Source: an optimization exercise on an open RTL-to-GDS flow (aim: small area). Production flows keep margins and buffers that such runs may drop.
Only simulation tests tie the RTL to the original design; equivalence was not proved.
Power is estimated from default activity; no workload was simulated.

==> design/flow/design.v <==
module top_given(clk, rst_n, RXD, TXD);
    input clk;
    input rst_n;
    input RXD;
    output reg TXD;
    localparam RX = 2'd0, TX0 = 2'd1, TX2 = 2'd3;
    reg [8:0] c;
    reg [3:0] j;
    reg [1:0] f;
    wire tx = |f;
    wire j15 = (j == 4'd15);
    wire pulse = c[8] & c[7] & c[5] & c[4] & c[0];     
    wire last = tx ? (j == 4'd9) : (j == 4'd7);
    wire hold = (f == RX) && j15 && c[7] && c[6] && c[5] && RXD;
    always @(posedge clk or negedge rst_n) begin
        if (!rst_n) begin
            c <= 9'd0;
            j <= 4'd15;
            f <= RX;
        end else begin
            c <= pulse ? (last ? (tx ? 9'd213 : 9'd192) : 9'd0) : c + {8'd0, !hold};
            if (pulse) j <= last ? 4'd15 : j + 1'b1;
            if (pulse && last) f <= f + 1'b1;
        end
    end
    reg [2:0] phi;
    always @(posedge clk) phi <= phi + 1'b1;
    reg [63:0] r;
    wire clr = (f == RX) && j15 && (c[8:6] == 3'd0);
    wire chain = clr || ((f == RX) && j15 && (c[8:3] == 6'd27));
    wire ins0 = chain || ((f == RX) && (c[8:3] == 6'd53) && (phi == j[2:0]));
    integer k;
    always @(posedge clk) begin
        for (k = 0; k < 8; k = k + 1)
            r[k*8 +: 7] <= r[k*8+1 +: 7];
        r[7] <= ins0 ? ((RXD & !chain) ^ (&phi)) : r[0];
        for (k = 1; k < 8; k = k + 1)
            r[k*8+7] <= chain ? r[(k-1)*8] : r[k*8];
    end
    wire [3:0] tapA = {r[3*8+1], r[2*8+3], r[1*8+5], r[0*8+0]};
    wire [3:0] tapB = {r[4*8+1], r[5*8+3], r[6*8+5], r[7*8+0]};
    wire [3:0] col = c[7:4];
    wire       rho = c[3];
    wire [2:0] psi = phi - col[2:0];
    reg        pres;
    reg  [1:0] q;
    reg  [2:0] s;
    always @(*) begin
        pres = 1'b0; q = 2'd0; s = 3'd0;
        case ({rho, psi})
            4'b0_000: begin pres = 1'b1; q = 2'd0; s = 3'd0; end
            4'b1_000: begin pres = 1'b1; q = 2'd2; s = 3'd5; end
            4'b0_010: begin pres = 1'b1; q = 2'd2; s = 3'd3; end
            4'b1_010: begin pres = 1'b1; q = 2'd3; s = 3'd5; end
            4'b0_011: begin pres = 1'b1; q = 2'd1; s = 3'd0; end
            4'b1_011: begin pres = 1'b1; q = 2'd3; s = 3'd4; end
            4'b0_100: begin pres = 1'b1; q = 2'd2; s = 3'd1; end
            4'b1_100: begin pres = 1'b1; q = 2'd3; s = 3'd3; end
            4'b0_101: begin pres = 1'b1; q = 2'd2; s = 3'd0; end
            4'b1_101: begin pres = 1'b1; q = 2'd3; s = 3'd2; end
            4'b0_110: begin pres = 1'b1; q = 2'd0; s = 3'd2; end
            4'b1_110: begin pres = 1'b1; q = 2'd3; s = 3'd1; end
            4'b0_111: begin pres = 1'b1; q = 2'd1; s = 3'd4; end
            4'b1_111: begin pres = 1'b1; q = 2'd3; s = 3'd0; end
            default: ;
        endcase
    end
    wire valid = pres && ((col[2:0] >= s) ^ col[3]);
    wire bA = valid & tapA[q];
    wire bB = valid & tapB[q];
    reg  [5:0] a;
    wire [5:0] v = a + bA + bB;
    wire colend = (c[3:0] == 4'd15);
    always @(posedge clk) begin
        if (c[8])
            a <= 6'd0;
        else if (colend)
            a <= {1'b0, v[5:1]};
        else
            a <= v;
    end
    wire [3:0] target = {f != TX2, (f == TX0) ? 3'd7 : j[2:0]};
    reg ybit;
    always @(posedge clk) begin
        if (!c[8] && colend && (col == target))
            ybit <= v[0] ^ (&col);
    end
    always @(posedge clk or negedge rst_n) begin
        if (!rst_n)
            TXD <= 1'b1;
        else if (tx && pulse)
            TXD <= (j == 4'd15) ? 1'b0 : (j[3] ? 1'b1 : ybit);
    end
endmodule
==> design/flow/flow/run.sh <==
#!/bin/bash
set -euo pipefail
export CTS_ARGS="-dont_use_dummy_load -root_buf sky130_fd_sc_hd__clkbuf_8 -buf_list sky130_fd_sc_hd__clkbuf_4"
bash standard.sh > standard.log 2>&1
==> design/flow/standard.sh <==
#!/bin/bash
# synth_recipe.tcl (not shown) runs the flow's synth.tcl, then flattens the netlist and writes it again
# the make line also repeats each setting of config.mk as NAME=value (left out here)
make -C /OpenROAD-flow-scripts/flow DESIGN_CONFIG=/design/flow/config.mk WORK_HOME=/design/flow/orfs CLKGATE_MAP_FILE= SYNTH_SCRIPT=/design/flow/synth_recipe.tcl "${@:-finish}"
==> design/flow/config.mk <==
export PLATFORM = sky130hd
export DESIGN_NAME = top_given
export DESIGN_NICKNAME = top_given
export VERILOG_FILES = /design/flow/design.v
export SDC_FILE = /design/flow/constraint.sdc
export NUM_CORES = 4
export LEC_CHECK = 0
export CAP_MARGIN = 20
export CORE_MARGIN = 2
export CORE_UTILIZATION = 40
export PLACE_DENSITY = 0.6
export SLEW_MARGIN = 20
==> design/flow/constraint.sdc <==
create_clock -name core_clock -period 20.0 [get_ports {clk}]
set_input_delay 4.0000 -clock core_clock [delete_from_list [all_inputs] [get_ports {clk}]]
set_output_delay 4.0000 -clock core_clock [all_outputs]
set_load 0.01 [all_outputs]
==> results of run 1 <==
## final cells by class
cell class,instances,share of cell area
multi-input cells,144,0.336
well taps,102,0.0383
flip-flops and latches,90,0.569
repair buffers,3,0.00900
clock buffers,9,0.0371
inverters,9,0.0101
## state kept, by name (all words and copies together), names as in the netlist
register	count
r	64
c	9
a	6
j	4
phi	3
f	2
TXD	1
ybit	1
## path summary, 6_finish.rpt
| kind | slack (ns) | to | start | cells past startpoint |
|---|---|---|---|---|
| worst max-delay path | 14.44 | c[6]$_DFF_PN0_ | RXD | 9 |
| worst max register to register | 15.72 | a[4]$_SDFF_PP0_ | c[4]$_DFF_PN0_ | 18 |
| min in group asynchronous | 4.10 | f[0]$_DFFE_PN0P_ | rst_n | 1 |
| worst min register to register | 0.31 | r[8]$_DFF_P_ | r[9]$_DFF_P_ | 0 |
| worst min-delay path | 0.31 | r[8]$_DFF_P_ | r[9]$_DFF_P_ | 0 |
| max in group asynchronous | 15.42 | c[1]$_DFF_PN0_ | rst_n | 1 |
## cells in the mapped netlist, types with 3 or more instances
library cell and count:
sky130_fd_sc_hd__a211oi_1 4, sky130_fd_sc_hd__a21oi_1 4, sky130_fd_sc_hd__and3_1 4, sky130_fd_sc_hd__clkbuf_1 5
sky130_fd_sc_hd__dfrtp_1 11, sky130_fd_sc_hd__dfstp_2 5, sky130_fd_sc_hd__dfxtp_1 73, sky130_fd_sc_hd__ha_1 14
sky130_fd_sc_hd__inv_1 9, sky130_fd_sc_hd__mux2_2 9, sky130_fd_sc_hd__mux2i_1 8, sky130_fd_sc_hd__nand2_1 7
sky130_fd_sc_hd__nand3_1 10, sky130_fd_sc_hd__nand4_1 7, sky130_fd_sc_hd__nor2_1 13, sky130_fd_sc_hd__nor3_1 4
sky130_fd_sc_hd__o21ai_0 9, sky130_fd_sc_hd__o22ai_1 3, sky130_fd_sc_hd__xnor2_1 12, sky130_fd_sc_hd__xor2_1 9
## critical path, cell delays in order
cell and delay [ns]:
sky130_fd_sc_hd__clkdlybuf4s50_1 0.50, sky130_fd_sc_hd__nand4_1 0.09, sky130_fd_sc_hd__or2_2 0.30, sky130_fd_sc_hd__ha_1 0.21, sky130_fd_sc_hd__ha_1 0.21, sky130_fd_sc_hd__nand3_1 0.15
sky130_fd_sc_hd__nor3_1 0.08, sky130_fd_sc_hd__xnor2_1 0.13, sky130_fd_sc_hd__o21ai_0 0.08
## layer usage
metal | vias to the layer above | GRT usage | part of all wire
li1 | 876 | - | -
met1 | 824 | 0.170 | 0.50
met2 | 15 | 0.199 | 0.45
met3 | 6 | 0.0567 | 0.033
met4 | 0 | 0.0522 | 0.016
met5 | - | 0 | 0
## power by group
group	leakage [nW]	internal [W]	switching (W)	total, W
clock	0.0647	0.0000403	0.0000511	0.0000914
sequential	0.786	0.000180	0	0.000180
combinational	0.483	0.000000347	0.000000714	0.00000106
## per-stage QoR
step | cells | worst slack [ns] | power [W] | area (um2)
after floorplan | 251 | 14.73 | 0.000184 | 3090
after global placement | 348 | 14.09 | 0.000185 | 3210
after detailed placement | 348 | 14.08 | 0.000185 | 3210
after CTS | 357 | 14.45 | 0.000277 | 3340
after global routing | 357 | 14.30 | 0.000284 | 3340
final | 357 | 14.44 | 0.000272 | 3340
## logic make-up after synthesis
kind of cell | count (synthesis) | share of synthesized area
multiplexers | 17 | 0.0586
buffers and inverters | 17 | 0.0239
AO/OA/AOI/OAI | 28 | 0.0607
flip-flops | 90 | 0.613
AND/OR/NAND/NOR | 61 | 0.107
adder cells (fa/ha/maj) | 16 | 0.0696
XOR/XNOR | 22 | 0.0671
==> key figures, run 1 <==
Pwr
  • Largest voltage drop on the vdd net: approximately 0.073 mV
  • Leak: around 1.3 nW
  • PwrDens: just over 80 nW/um2

Routing
  • Number of design rule violations left after detail routing: 0
  • Iteration-0 DRC count of the detailed router: between 80 and 90
  • DR WL/cell: ~14 um
  • Number of vias per cell: about 4.8
  • Number of vias in the routed layout: between 1,500 and 2,000
  • Detail Route Antenna Nets: 0
  • Wirelength, routed: a little under 5000 um
  • Pre-Repair DR Iteration Count: 4

Global route
  • Global routing usage summed across all routing layers: 0.133
  • Via count of the first global-routing pass: 1,738
  • Pin count of the biggest net entering global routing: 17
  • First-pass GRT wire length: between 8000 and 9000 um
  • Initial antenna violation count: 0
  • Global route total overflow: 0

CTS
  • Cts-stage hold buffer count: 0
  • CTS sink cnt: 90
  • H-tree lvl count: 3
  • CTS Root Cell: sky130_fd_sc_hd__clkbuf_8
  • Inserted Clock Buffers: 9
  • Worst-case clock buffer depth: 2
  • CTS tree: yes
  • Worst skew pair latency: between 0.3 and 0.4 ns
  • Number of buffers added for setup after CTS: 0
  • Clock slew at reported path FFs: 0.09 ns
  • CTS-repair resized insts: 0

Synthesis
  • Number of warning messages in the yosys log: 1
  • Proportion of synthesized chip area in sequential cells: 0.613
  • Post-synth top flop: sky130_fd_sc_hd__dfxtp_1
  • Leading area contributor after synthesis: sky130_fd_sc_hd__dfxtp_1
  • Number of cells produced by synthesis: between 200 and 300
  • Post-Syn Area per Cell: 12.3 um2
  • Top cells by area in the synthesized netlist: sky130_fd_sc_hd__dfxtp_1, sky130_fd_sc_hd__dfrtp_1, sky130_fd_sc_hd__ha_1
  • Fraction of synthesis flops using an asynchronous set or reset pin: 0.178
  • Net count of the mapped netlist: between 200 and 300
  • Post-synthesis register bit count: 90
  • Count of flip-flops with a built-in enable after synthesis: 1
  • Synth top area share: 0.472
  • Post-synthesis cell type count: 44
  • Cell Area, Synth: between 3000 and 4000 um2

STA
  • WHS: between 0.3 and 0.4 ns
  • Worst-case clock skew: roughly 0.028 ns
  • Least-Margin Pin Slew: roughly 0.75 ns
  • Setup repair after global routing missed its margin: false
  • Maximum operating frequency: roughly 180 MHz
  • Crit share post-route: 0.278
  • Post-Route Setup TNS: 0 ns
  • Max_slew headroom: 0.498
  • Final hold violations: 0
  • Setup-failing EPs final: 0
  • Final max-slew violation count: 0
  • Min Clock Period, post-route: 5.56 ns

Critical path
  • Nature of the critical path endpoint: flip-flop
  • Setup Crit Path Kind: in2reg
  • Critical Path RT: between 20 and 25 ns
  • Launching element type of the critical path: input port
  • Data arrival at the endpoint of the critical path: 5.76 ns
  • Highest net fanout along the worst path: 4

Die
  • Placement row count: 32
  • Floorplan core area: 7610 um2
  • Effective utilization at floorplan: 0.407
  • Die X-Extent: around 92 um
  • Boundary pin count: 4
  • Die boundary height: 92.0 um
  • Total Die Area: between 8000 and 9000 um2

Placed design
  • Port buffer count: 3
  • Final Wtd Congestion: between 0.7 and 0.8
  • HPWL Detailed: between 3000 and 4000 um

Finish
  • Area occupied by multi-input gates: 1120 um2
  • Commonest cells after routing, fill and taps aside: sky130_fd_sc_hd__dfxtp_1, sky130_fd_sc_hd__ha_1, sky130_fd_sc_hd__nor2_1, sky130_fd_sc_hd__xnor2_1, sky130_fd_sc_hd__dfrtp_1
  • Leading cell type in the layout, fill and taps excluded: sky130_fd_sc_hd__dfxtp_1
  • Layout area overhead: 7.80%
  • Fraction of the core area covered by cells at the end of the flow: 0.438
  • Layout cells sized above 1: 0.106
  • Number of fill cells in the layout: approximately 730
  • Inserted Diodes: 0
  • Nets: between 200 and 300
  • Sequential Area: about 1900 um2

Outcome
  • Run status: no timing/DRC/antenna violations

Min path
  • Class of the tightest hold or removal check: reg2reg

Run
  • Maximum Capacitance Violations: 0
==> run 2, diff against run 1 <==
==> design/flow/flow/run.sh (replaced) <==
#!/bin/bash
set -euo pipefail
export CTS_ARGS="-sink_clustering_enable -dont_use_dummy_load -root_buf sky130_fd_sc_hd__clkbuf_8 -tree_buf sky130_fd_sc_hd__clkbuf_4 -buf_list sky130_fd_sc_hd__clkbuf_4"
bash standard.sh > standard.log 2>&1
==> run 2 against run 1 <==
  * Core utilization unchanged
  * Wire length did not move
  * Register-to-register slack hardly changed
  * Worst setup slack stayed put
  * Final area did not move
  * Still clean on timing, DRC and antenna
  * Maximum frequency is the same
  * Sequential share of layout area is the same
==> key figures, run 2 <==
Outcome
  • Run status: no timing/DRC/antenna violations

Finish
  • Layout cells sized above 1: 0.106
  • Max FFs per register: 64
  • Layout area overhead: 7.80%
  • Sequential Area: between 1500 and 2000 um2
  • Area occupied by multi-input gates: around 1100 um2
  • Number of fill cells in the layout: 731
  • Leading cell type in the layout, fill and taps excluded: sky130_fd_sc_hd__dfxtp_1
  • Largest reg by FF count: r
  • Largest registers: r (64), c (9), a (6)
  • Nets: between 200 and 300
  • Commonest cells after routing, fill and taps aside: sky130_fd_sc_hd__dfxtp_1, sky130_fd_sc_hd__ha_1, sky130_fd_sc_hd__nor2_1, sky130_fd_sc_hd__xnor2_1, sky130_fd_sc_hd__dfrtp_1
  • Inserted Diodes: 0

Routing
  • Number of design rule violations left after detail routing: 0
  • Pre-Repair DR Iteration Count: 4
  • Detail Route Antenna Nets: 0
  • Number of vias in the routed layout: 1,721
  • Number of vias per cell: 4.82
  • DR WL/cell: about 14 um
  • Wirelength, routed: between 4000 and 5000 um
  • Iteration-0 DRC count of the detailed router: 84

Die
  • Die boundary height: ~92 um
  • Placement row count: 32
  • Floorplan core area: around 7600 um2
  • Total Die Area: between 8000 and 9000 um2
  • Boundary pin count: 4
  • Die X-Extent: approximately 92 um
  • Effective utilization at floorplan: 0.407

Min path
  • Class of the tightest hold or removal check: reg2reg

Critical path
  • Reg2Reg Capture Point: a[4]$_SDFF_PP0_
  • Critical path origin: RXD
  • Nature of the critical path endpoint: flip-flop
  • Launching element type of the critical path: input port
  • Setup Crit Path Kind: in2reg
  • Critical Path RT: between 20 and 25 ns
  • Capturing instance or port of the critical path: c[6]$_DFF_PN0_
  • Register-to-register setup slack: approximately 16 ns
  • Worst reg2reg path startpoint: c[4]$_DFF_PN0_
  • Data arrival at the endpoint of the critical path: between 5 and 6 ns
  • Highest net fanout along the worst path: 4
  • Worst r2r path cells: 18

Synthesis
  • Proportion of synthesized chip area in sequential cells: 0.613
  • Commonest cells in the synthesized netlist: sky130_fd_sc_hd__dfxtp_1, sky130_fd_sc_hd__ha_1, sky130_fd_sc_hd__nor2_1, sky130_fd_sc_hd__xnor2_1, sky130_fd_sc_hd__dfrtp_1
  • Count of flip-flops with a built-in enable after synthesis: 1
  • Fraction of synthesis flops using an asynchronous set or reset pin: 0.178
  • Cell Area, Synth: between 3000 and 4000 um2
  • Most common cell in the netlist: sky130_fd_sc_hd__dfxtp_1
  • Post-synth top flop: sky130_fd_sc_hd__dfxtp_1
  • Top cells by area in the synthesized netlist: sky130_fd_sc_hd__dfxtp_1, sky130_fd_sc_hd__dfrtp_1, sky130_fd_sc_hd__ha_1
  • Leading area contributor after synthesis: sky130_fd_sc_hd__dfxtp_1
  • Number of cells produced by synthesis: 251
  • Post-synthesis register bit count: 90
  • Post-Syn Area per Cell: between 10 and 15 um2
  • Net count of the mapped netlist: 270
  • Post-synthesis cell type count: 44
  • Synth top area share: 0.472
  • Number of warning messages in the yosys log: 1

CTS
  • CTS-repair resized insts: 0
  • CTS sink cnt: 90
  • Clock slew at reported path FFs: ~0.09 ns
  • Number of buffers added for setup after CTS: 0
  • Cts-stage hold buffer count: 0
  • Inserted Clock Buffers: 9
  • CTS tree: yes
  • Worst skew pair latency: approximately 0.35 ns
  • CTS Root Cell: sky130_fd_sc_hd__clkbuf_8
  • Worst-case clock buffer depth: 2
  • H-tree lvl count: 3

Global route
  • Global routing usage summed across all routing layers: 0.133
  • Pin count of the biggest net entering global routing: 17
  • Initial antenna violation count: 0
  • First-pass GRT wire length: 8400 um
  • Global route total overflow: 0
  • Via count of the first global-routing pass: between 1,500 and 2,000

STA
  • Setup repair after global routing missed its margin: false
  • Final hold violations: 0
  • Final max-slew violation count: 0
  • Max_slew headroom: 0.498
  • Worst-case clock skew: approximately 0.028 ns
  • Setup-failing EPs final: 0
  • Post-Route Setup TNS: 0 ns
  • Least-Margin Pin Slew: between 0.7 and 0.8 ns
  • Crit share post-route: 0.278
  • Maximum operating frequency: around 180 MHz
  • Min Clock Period, post-route: between 5 and 6 ns

Pwr
  • Leak: roughly 1.3 nW
  • Largest voltage drop on the vdd net: around 0.073 mV
  • PwrDens: approximately 82 nW/um2
  • Power, Total: 0.000272 W

Placed design
  • HPWL Detailed: around 3300 um
  • Final Wtd Congestion: a little under 0.8
  • Port buffer count: 3

Run
  • Maximum Capacitance Violations: 0
==> run 2: cell counts in the layout (fill, tap and decap cells not counted) <==
No cell type changed its count.
==> run 2: final cells by class <==
type	instances	share of cell area
well taps	102	0.0383
clock buffers	9	0.0371
multi-input cells	144	0.336
inverters	9	0.0101
repair buffers	3	0.00900
flip-flops and latches	90	0.569
==> run 2: worst max-delay path: stages <==
cell and delay [ns]:
sky130_fd_sc_hd__clkdlybuf4s50_1 0.50, sky130_fd_sc_hd__nand4_1 0.09, sky130_fd_sc_hd__or2_2 0.30, sky130_fd_sc_hd__ha_1 0.21, sky130_fd_sc_hd__ha_1 0.21, sky130_fd_sc_hd__nand3_1 0.15, sky130_fd_sc_hd__nor3_1 0.08, sky130_fd_sc_hd__xnor2_1 0.13
sky130_fd_sc_hd__o21ai_0 0.08
==> run 2: logic make-up (layout without fill, tap and decap cells) <==
kind of cell	after synthesis	after routing	synth area share
XOR/XNOR	22	22	0.0671
adder cells (fa/ha/maj)	16	16	0.0696
flip-flops	90	90	0.613
buffers and inverters	17	21	0.0239
AO/OA/AOI/OAI	28	28	0.0607
AND/OR/NAND/NOR	61	61	0.107
multiplexers	17	17	0.0586
==> run 2: how the worst min path moves through the flow <==
stage | from | end | slack (ns) | cells after the start
4_1_cts | r[9]$_DFF_P_ | r[8]$_DFF_P_ | 0.31 | 0
3_3_place_gp | r[9]$_DFF_P_ | r[8]$_DFF_P_ | 0.31 | 0
3_5_place_dp | r[20]$_DFF_P_ | r[19]$_DFF_P_ | 0.31 | 0
2_1_floorplan | r[1]$_DFF_P_ | r[0]$_DFF_P_ | 0.31 | 0
5_1_grt | r[9]$_DFF_P_ | r[8]$_DFF_P_ | 0.32 | 0
6_report | r[9]$_DFF_P_ | r[8]$_DFF_P_ | 0.31 | 0
==> run 2: where the power goes <==
| part | switching [W] | internal, W | leakage [nW] |
|---|---|---|---|
| sequential | 0 | 0.000180 | 0.786 |
| clock | 0.0000511 | 0.0000403 | 0.0647 |
| combinational | 0.000000714 | 0.000000347 | 0.483 |
| total | 0.0000519 | 0.000221 | 1.33 |
==> run 2: stage by stage <==
stage | std cells | cell area, um2 | hold WS, ns | utilization | worst slack, ns
global placement | 348 | 3210 | 0.311 | 0.422 | 14.09
floorplan | 251 | 3090 | 0.310 | - | 14.73
detailed placement | 348 | 3210 | 0.312 | 0.422 | 14.08
global route | 357 | 3340 | 0.322 | 0.438 | 14.30
finish | 357 | 3340 | 0.308 | 0.438 | 14.44
CTS | 357 | 3340 | 0.310 | 0.438 | 14.45
==> run 2: layer usage <==
metal	GRT usage	routed length (um)
met1	0.170	2410
met2	0.199	2180
met3	0.0567	159
met4	0.0522	75
met5	0	0
==> run 3, diff against run 2 <==
==> design/flow/flow/run.sh (replaced) <==
#!/bin/bash
# The standard ORFS layout (standard.sh, standard synthesis unchanged), with
# clock tree synthesis told not to add dummy load cells for skew balancing.
# standard.sh's full output goes to standard.log; ORFS keeps each step's log
# under orfs/logs/.
set -euo pipefail
export CTS_ARGS="-sink_clustering_enable -repair_clock_nets -dont_use_dummy_load"
bash standard.sh > standard.log 2>&1
==> run 3 against run 2 <==
  * Flip-flop and latch count unchanged
  * First-iteration DRC count unchanged
  * Wire length unchanged
  * Hold slack unchanged
  * Synthesized area unchanged
  * Core utilization unchanged
  * Final cell count unchanged
  * Synthesized cell count did not move
  * Global-route usage unchanged
  * Register-to-register slack about the same
  * Largest power group unchanged
  * Highest routed layer unchanged
==> key figures, run 3 <==
Finish
  • Commonest cells after routing, fill and taps aside: sky130_fd_sc_hd__dfxtp_1, sky130_fd_sc_hd__ha_1, sky130_fd_sc_hd__nor2_1, sky130_fd_sc_hd__xnor2_1, sky130_fd_sc_hd__dfrtp_1
  • Leading cell type in the layout, fill and taps excluded: sky130_fd_sc_hd__dfxtp_1
  • Layout cells sized above 1: 0.106
  • Max FFs per register: 64
  • Nets: between 200 and 300
  • Fraction of the core area covered by cells at the end of the flow: 0.438
  • Largest reg by FF count: r
  • Layout area overhead: 7.80%
  • Sequential Area: about 1900 um2
  • Area occupied by multi-input gates: ~1100 um2
  • Largest registers: r (64), c (9), a (6)
  • Design Area, Final: approximately 3300 um2
  • Number of fill cells in the layout: 731
  • Inserted Diodes: 0

Placed design
  • HPWL Detailed: about 3300 um
  • Port buffer count: 3
  • Area after detailed placement: between 3000 and 4000 um2
  • Final Wtd Congestion: 0.768

CTS
  • CTS Root Cell: sky130_fd_sc_hd__clkbuf_8
  • Worst-case clock buffer depth: 2
  • Cts-stage hold buffer count: 0
  • Inserted Clock Buffers: 9
  • Clock slew at reported path FFs: approximately 0.09 ns
  • CTS sink cnt: 90
  • H-tree lvl count: 3
  • CTS-repair resized insts: 0
  • Worst skew pair latency: ~0.35 ns
  • Number of buffers added for setup after CTS: 0
  • CTS tree: yes

Die
  • Boundary pin count: 4
  • Total Die Area: approximately 8500 um2
  • Placement row count: 32
  • Effective utilization at floorplan: 0.407
  • Die boundary height: just over 90 um
  • Die X-Extent: just over 90 um
  • Floorplan core area: between 7000 and 8000 um2

STA
  • Final hold violations: 0
  • WHS: just over 0.3 ns
  • Max_slew headroom: 0.498
  • Min Clock Period, post-route: roughly 5.6 ns
  • Least-Margin Pin Slew: around 0.75 ns
  • Crit share post-route: 0.278
  • Setup-failing EPs final: 0
  • Post-Route Setup TNS: 0 ns
  • Maximum operating frequency: ~180 MHz
  • Setup repair after global routing missed its margin: false
  • Worst-case clock skew: 0.0281 ns
  • Final max-slew violation count: 0

Synthesis
  • Cell Area, Synth: 3090 um2
  • Post-Syn Area per Cell: 12.3 um2
  • Synth top area share: 0.472
  • Net count of the mapped netlist: 270
  • Commonest cells in the synthesized netlist: sky130_fd_sc_hd__dfxtp_1, sky130_fd_sc_hd__ha_1, sky130_fd_sc_hd__nor2_1, sky130_fd_sc_hd__xnor2_1, sky130_fd_sc_hd__dfrtp_1
  • Post-synthesis register bit count: 90
  • Post-synth top flop: sky130_fd_sc_hd__dfxtp_1
  • Fraction of synthesis flops using an asynchronous set or reset pin: 0.178
  • Top cells by area in the synthesized netlist: sky130_fd_sc_hd__dfxtp_1, sky130_fd_sc_hd__dfrtp_1, sky130_fd_sc_hd__ha_1
  • Proportion of synthesized chip area in sequential cells: 0.613
  • Number of cells produced by synthesis: roughly 250
  • Leading area contributor after synthesis: sky130_fd_sc_hd__dfxtp_1
  • Count of flip-flops with a built-in enable after synthesis: 1
  • Number of warning messages in the yosys log: 1
  • Post-synthesis cell type count: 44
  • Most common cell in the netlist: sky130_fd_sc_hd__dfxtp_1

Global route
  • Pin count of the biggest net entering global routing: 17
  • Global routing usage summed across all routing layers: 0.133
  • Initial antenna violation count: 0
  • Via count of the first global-routing pass: ~1,700
  • First-pass GRT wire length: 8400 um
  • Global route total overflow: 0

Routing
  • Number of vias per cell: between 4 and 5
  • Number of vias in the routed layout: 1,721
  • DR WL/cell: approximately 14 um
  • Number of design rule violations left after detail routing: 0
  • Wirelength, routed: 4830 um
  • Pre-Repair DR Iteration Count: 4
  • Detail Route Antenna Nets: 0
  • Iteration-0 DRC count of the detailed router: between 80 and 90

Critical path
  • Highest net fanout along the worst path: 4
  • Setup Crit Path Kind: in2reg
  • Launching element type of the critical path: input port
  • Data arrival at the endpoint of the critical path: between 5 and 6 ns
  • Nature of the critical path endpoint: flip-flop
  • Critical Path RT: 20.20 ns

Pwr
  • Largest voltage drop on the vdd net: about 0.073 mV
  • PwrDens: about 80 nW/um2
  • Leak: about 1.3 nW

Run
  • Maximum Capacitance Violations: 0

Outcome
  • Run status: no timing/DRC/antenna violations

Min path
  • Class of the tightest hold or removal check: reg2reg
## run 3: cell counts after synthesis
Identical to the previous run, type by type.
## run 3: final cells by class
| cell class | instances | share of cell area |
|---|---|---|
| flip-flops and latches | 90 | 0.569 |
| clock buffers | 9 | 0.0371 |
| inverters | 9 | 0.0101 |
| repair buffers | 3 | 0.00900 |
| well taps | 102 | 0.0383 |
| multi-input cells | 144 | 0.336 |
## run 3: power breakdown
group	internal, W	switching, W
Clock	0.0000403	0.0000511
Sequential	0.000180	0
Combinational	0.000000347	0.000000714
Total	0.000221	0.0000519
## run 3: logic make-up (layout without fill, tap and decap cells)
| kind of cell | count (synthesis) | count (layout) | synth area share |
|---|---|---|---|
| flip-flops | 90 | 90 | 0.613 |
| AND/OR/NAND/NOR | 61 | 61 | 0.107 |
| AO/OA/AOI/OAI | 28 | 28 | 0.0607 |
| XOR/XNOR | 22 | 22 | 0.0671 |
| multiplexers | 17 | 17 | 0.0586 |
| buffers and inverters | 17 | 21 | 0.0239 |
| adder cells (fa/ha/maj) | 16 | 16 | 0.0696 |
## run 3: worst max-delay path: stages
cell,delay (ns)
sky130_fd_sc_hd__clkdlybuf4s50_1,0.50
sky130_fd_sc_hd__nand4_1,0.09
sky130_fd_sc_hd__or2_2,0.30
sky130_fd_sc_hd__ha_1,0.21
sky130_fd_sc_hd__ha_1,0.21
sky130_fd_sc_hd__nand3_1,0.15
sky130_fd_sc_hd__nor3_1,0.08
sky130_fd_sc_hd__xnor2_1,0.13
sky130_fd_sc_hd__o21ai_0,0.08
## run 3: worst paths after layout
kind                                         end  cells past startpoint  slack (ns)      startpoint
worst max-delay path              c[6]$_DFF_PN0_                      9       14.44             RXD
worst min-delay path                r[8]$_DFF_P_                      0        0.31    r[9]$_DFF_P_
worst max register to register   a[4]$_SDFF_PP0_                     18       15.72  c[4]$_DFF_PN0_
worst min register to register      r[8]$_DFF_P_                      0        0.31    r[9]$_DFF_P_
max in group asynchronous         c[1]$_DFF_PN0_                      1       15.42           rst_n
min in group asynchronous       f[0]$_DFFE_PN0P_                      1        4.10           rst_n
## run 3: layer usage
| layer | share of wire | global-route usage | vias up |
|---|---|---|---|
| li1 | - | - | 876 |
| met1 | 0.50 | 0.170 | 824 |
| met2 | 0.45 | 0.199 | 15 |
| met3 | 0.033 | 0.0567 | 6 |
| met4 | 0.016 | 0.0522 | 0 |
| met5 | 0 | 0 | - |
## run 3: through the flow
step | power [W] | setup WS (ns) | cells
2_1_floorplan | 0.000184 | 14.73 | 251
3_3_place_gp | 0.000185 | 14.09 | 348
3_5_place_dp | 0.000185 | 14.08 | 348
4_1_cts | 0.000277 | 14.45 | 357
5_1_grt | 0.000284 | 14.30 | 357
6_report | 0.000272 | 14.44 | 357
==> run 4, diff against run 3 <==
==> design/flow/flow/run.sh (replaced) <==
#!/bin/bash
# The standard ORFS layout with two changes:
#  - after the standard synthesis (unchanged), OpenROAD's restructure remaps
#    the combinational logic for area (flow/restructure.tcl);
#  - clock tree synthesis adds no dummy load cells.
# Each step's full output goes to its own log in this folder.
set -euo pipefail
export CTS_ARGS="-sink_clustering_enable -repair_clock_nets -dont_use_dummy_load"
bash standard.sh synth > synth.log 2>&1
bash standard.sh run RUN_SCRIPT="$PWD/flow/restructure.tcl" RUN_LOG_NAME_STEM=1_4_restructure > restructure.log 2>&1
bash standard.sh > standard.log 2>&1
==> design/flow/flow/filter_lib.py (new file) <==
#!/usr/bin/env python3
"""Copy a Liberty file without the cells whose names match any of the given
patterns (the platform's don't-use list), so that restructure cannot map to
them. usage: filter_lib.py IN OUT PATTERN..."""
import fnmatch
import re
import sys

src, dst, pats = sys.argv[1], sys.argv[2], sys.argv[3:]
text = open(src).read()
out = []
pos = 0
cell_re = re.compile(r'^\s*cell\s*\(\s*"?([A-Za-z0-9_]+)"?\s*\)\s*\{', re.M)
dropped = []
for m in cell_re.finditer(text):
    if m.start() < pos:
        continue
    name = m.group(1)
    if not any(fnmatch.fnmatchcase(name, p) for p in pats):
        continue
    # find the matching closing brace of this cell group
    depth = 0
    i = m.end() - 1
    while True:
        ch = text[i]
        if ch == '{':
            depth += 1
        elif ch == '}':
            depth -= 1
            if depth == 0:
                break
        i += 1
    out.append(text[pos:m.start()])
    pos = i + 1
    dropped.append(name)
out.append(text[pos:])
open(dst, 'w').write(''.join(out))
print(f"dropped {len(dropped)} cells: {' '.join(dropped)}")
==> design/flow/flow/restructure.tcl (new file) <==
# Area recovery on the standard synthesis netlist: OpenROAD's restructure
# (ABC with an area target) remaps the combinational logic between the
# registers. Registers, their names and cell types are left as they are.
source $::env(SCRIPTS_DIR)/load.tcl
load_design 1_synth.odb 1_synth.sdc
set_dont_use $::env(DONT_USE_CELLS)
puts "before restructure:"
report_design_area
file mkdir $::env(RESULTS_DIR)/rmp
# restructure hands ABC the whole Liberty file; drop the don't-use cells first
set lib $::env(RESULTS_DIR)/rmp/restructure.lib
puts [exec python3 [file dirname [info script]]/filter_lib.py [lindex $::env(LIB_FILES) 0] $lib {*}$::env(DONT_USE_CELLS)]
restructure -target area \
  -liberty_file $lib \
  -tielo_port sky130_fd_sc_hd__conb_1/LO \
  -tiehi_port sky130_fd_sc_hd__conb_1/HI \
  -work_dir $::env(RESULTS_DIR)/rmp
puts "after restructure:"
report_design_area
write_db $::env(RESULTS_DIR)/1_synth.odb
==> run 4 against run 3 <==
  * Clock-buffer cell count unchanged
  * Die area down 6.5%
  * Register-to-register slack worse by 0.52 ns
  * Clock power down 1%
  * Synthesized cell count up 6.0%
  * Final area down 5.4%
  * Critical path type unchanged
  * Largest power group unchanged
  * Highest routed layer unchanged
==> key figures, run 4 <==
Critical path
  • Worst reg2reg path startpoint: c[4]$_DFF_PN0_
  • Cell with the biggest individual delay on the critical path: sky130_fd_sc_hd__clkdlybuf4s50_1
  • Data arrival at the endpoint of the critical path: around 5.8 ns
  • Largest delay contributor family on the critical path: simple AND/OR/NAND/NOR gates
  • Number of buffers and inverters on the critical path: 1
  • Setup Crit Path Kind: in2reg
  • Nature of the critical path endpoint: flip-flop
  • Critical Path RT: slightly above 20 ns
  • CP cell instances: clkdlybuf4s50_1 -> nand4_1 -> nand2_1 -> nor2_1 -> nand2_1 -> nor3_1 -> nand2_1 -> nor2_1 -> o21ai_0 -> o21ai_0
  • Critical Path Max Stage Delay: ~0.46 ns
  • Cell occurring most often along the worst timing path: sky130_fd_sc_hd__nand2_1
  • Critical path origin: RXD
  • Highest net fanout along the worst path: 3
  • Launching element type of the critical path: input port

STA
  • Max_slew headroom: 0.403
  • Least-Margin Pin Slew: ~0.89 ns
  • Maximum operating frequency: 181 MHz
  • Setup repair after global routing missed its margin: false
  • Post-Route Setup TNS: 0 ns
  • Worst-case clock skew: about 0.033 ns
  • Final max-slew violation count: 0
  • Final hold violations: 0
  • Final Worst Setup Slack: 14.48 ns
  • Setup-failing EPs final: 0
  • Min Clock Period, post-route: 5.52 ns
  • Crit share post-route: 0.276

Global route
  • Initial antenna violation count: 0
  • Global route total overflow: 0
  • Via count of the first global-routing pass: about 1,800
  • Pin count of the biggest net entering global routing: 18
  • First-pass GRT wire length: ~8000 um
  • Global routing usage summed across all routing layers: 0.140

Run
  • Maximum Capacitance Violations: 0

Finish
  • Max FFs per register: between 60 and 70
  • Largest reg by FF count: r
  • Nets: about 280
  • Leading cell type in the layout, fill and taps excluded: sky130_fd_sc_hd__dfxtp_1
  • Layout cells sized above 1: 0.0504
  • Commonest cells after routing, fill and taps aside: sky130_fd_sc_hd__dfxtp_1, sky130_fd_sc_hd__clkinv_1, sky130_fd_sc_hd__nor2_1, sky130_fd_sc_hd__o21ai_0
  • Largest registers: r (64), c (9), a (6)
  • Design Area, Final: about 3200 um2
  • Inserted Diodes: 0
  • Layout area overhead: 9.51%

Placed design
  • Worst slack at placement: between 10 and 15 ns
  • HPWL Detailed: about 3400 um
  • Final Wtd Congestion: approximately 0.85
  • Port buffer count: 3
  • Area after detailed placement: 3030 um2

Die
  • Total Die Area: just under 8000 um2
  • Effective utilization at floorplan: 0.420
  • Boundary pin count: 4
  • Floorplan core area: ~6900 um2
  • Die boundary height: around 89 um
  • Placement row count: 30
  • Die X-Extent: 88.9 um

Synthesis
  • Number of warning messages in the yosys log: 1
  • Cell Area, Synth: between 2000 and 3000 um2
  • Number of cells produced by synthesis: between 200 and 300
  • Post-Syn Area per Cell: roughly 11 um2
  • Net count of the mapped netlist: roughly 270

CTS
  • Cts-stage hold buffer count: 0
  • Worst skew pair latency: approximately 0.35 ns
  • Worst-case clock buffer depth: 2
  • CTS tree: yes
  • Clock slew at reported path FFs: 0.08 ns
  • Inserted Clock Buffers: 9
  • CTS Root Cell: sky130_fd_sc_hd__clkbuf_8
  • CTS sink cnt: 90
  • H-tree lvl count: 3
  • CTS-repair resized insts: 0
  • Number of buffers added for setup after CTS: 0

Min path
  • Start point of the worst hold path: r[38]$_DFF_P_
  • Class of the tightest hold or removal check: reg2reg

Routing
  • Iteration-0 DRC count of the detailed router: roughly 100
  • DR WL/cell: 12.8 um
  • Detail Route Antenna Nets: 0
  • Pre-Repair DR Iteration Count: 4
  • Wirelength, routed: between 4000 and 5000 um
  • Number of design rule violations left after detail routing: 0
  • Number of vias in the routed layout: approximately 1,900
  • Number of vias per cell: roughly 5.0

Pwr
  • Largest voltage drop on the vdd net: 0.0489 mV
  • Leak: about 1.1 nW
  • Power, Total: about 0.00027 W
  • PwrDens: 85.9 nW/um2

Outcome
  • Run status: no timing/DRC/antenna violations
run 4: power by group:
group,switching [W],total (W),leakage (nW),internal (W)
Combinational,0.000000687,0.00000103,0.270,0.000000347
Sequential,0,0.000180,0.791,0.000180
Clock,0.0000500,0.0000902,0.0647,0.0000402
run 4: final timing paths:
kind                                   end  cells past startpoint  slack, ns
hold / removal               r[37]$_DFF_P_                      0       0.32
hold reg to reg              r[37]$_DFF_P_                      0       0.32
setup / recovery            c[7]$_DFF_PN0_                     10      14.48
max in group asynchronous   c[1]$_DFF_PN0_                      1      15.46
setup reg to reg           a[4]$_SDFF_PP0_                     22      15.20
min in group asynchronous   c[4]$_DFF_PN0_                      1       4.08
run 4: routing by layer:
layer,vias to the layer above,global-route usage,wire length [um]
li1,972,-,-
met1,875,0.194,2500
met2,25,0.195,1980
met3,8,0.0554,206
met4,0,0.0592,95
met5,-,0,0
run 4: stage by stage:
step	cells	hold slack (ns)	utilization
floorplan	266	0.310	-
global placement	365	0.311	0.442
detailed placement	365	0.312	0.442
CTS	374	0.317	0.460
global route	374	0.319	0.460
finish	374	0.315	0.460
run 4: layout make-up:
| cell class | count | area [um2] |
|---|---|---|
| Multi-Input combinational cell | 139 | 846 |
| Inverter | 37 | 139 |
| Clock buffer | 9 | 124 |
| Tap cell | 96 | 120 |
| Timing Repair Buffer | 3 | 30.0 |
| Fill cell | 645 | 3710 |
| Sequential cell | 90 | 1900 |

==> afterwards: timing with drivers on the ports <==
How much do the figures lean on ideal ports? The routed layouts below were timed once more, with nothing changed but the port constraints.
Step 1 assumes that a clkbuf_16 drives the clock port and a buf_2 every other input.
Step 2 also shifts input and output timing later by t, the mid clock arrival at the registers, as if the neighbouring blocks saw the same clock.
Three values: ideal ports, drivers, drivers and shift; two values: the first two.
| run | t, ns | setup slack, ns | hold slack, ns | worst register clock-pin slew, ns |
|---|---|---|---|---|
| run 1 | 0.366 | 14.442 / 14.447 / 14.081 | 0.308 / 0.308 / 0.308 | 0.09 / 0.09 |
| run 2 | 0.366 | 14.442 / 14.447 / 14.081 | 0.308 / 0.308 / 0.308 | 0.09 / 0.09 |
| run 3 | 0.366 | 14.442 / 14.447 / 14.081 | 0.308 / 0.308 / 0.308 | 0.09 / 0.09 |
| run 4 | 0.366 | 14.478 / 14.487 / 14.121 | 0.315 / 0.315 / 0.315 | 0.09 / 0.09 |
After both steps setup and hold are still met in every run listed.
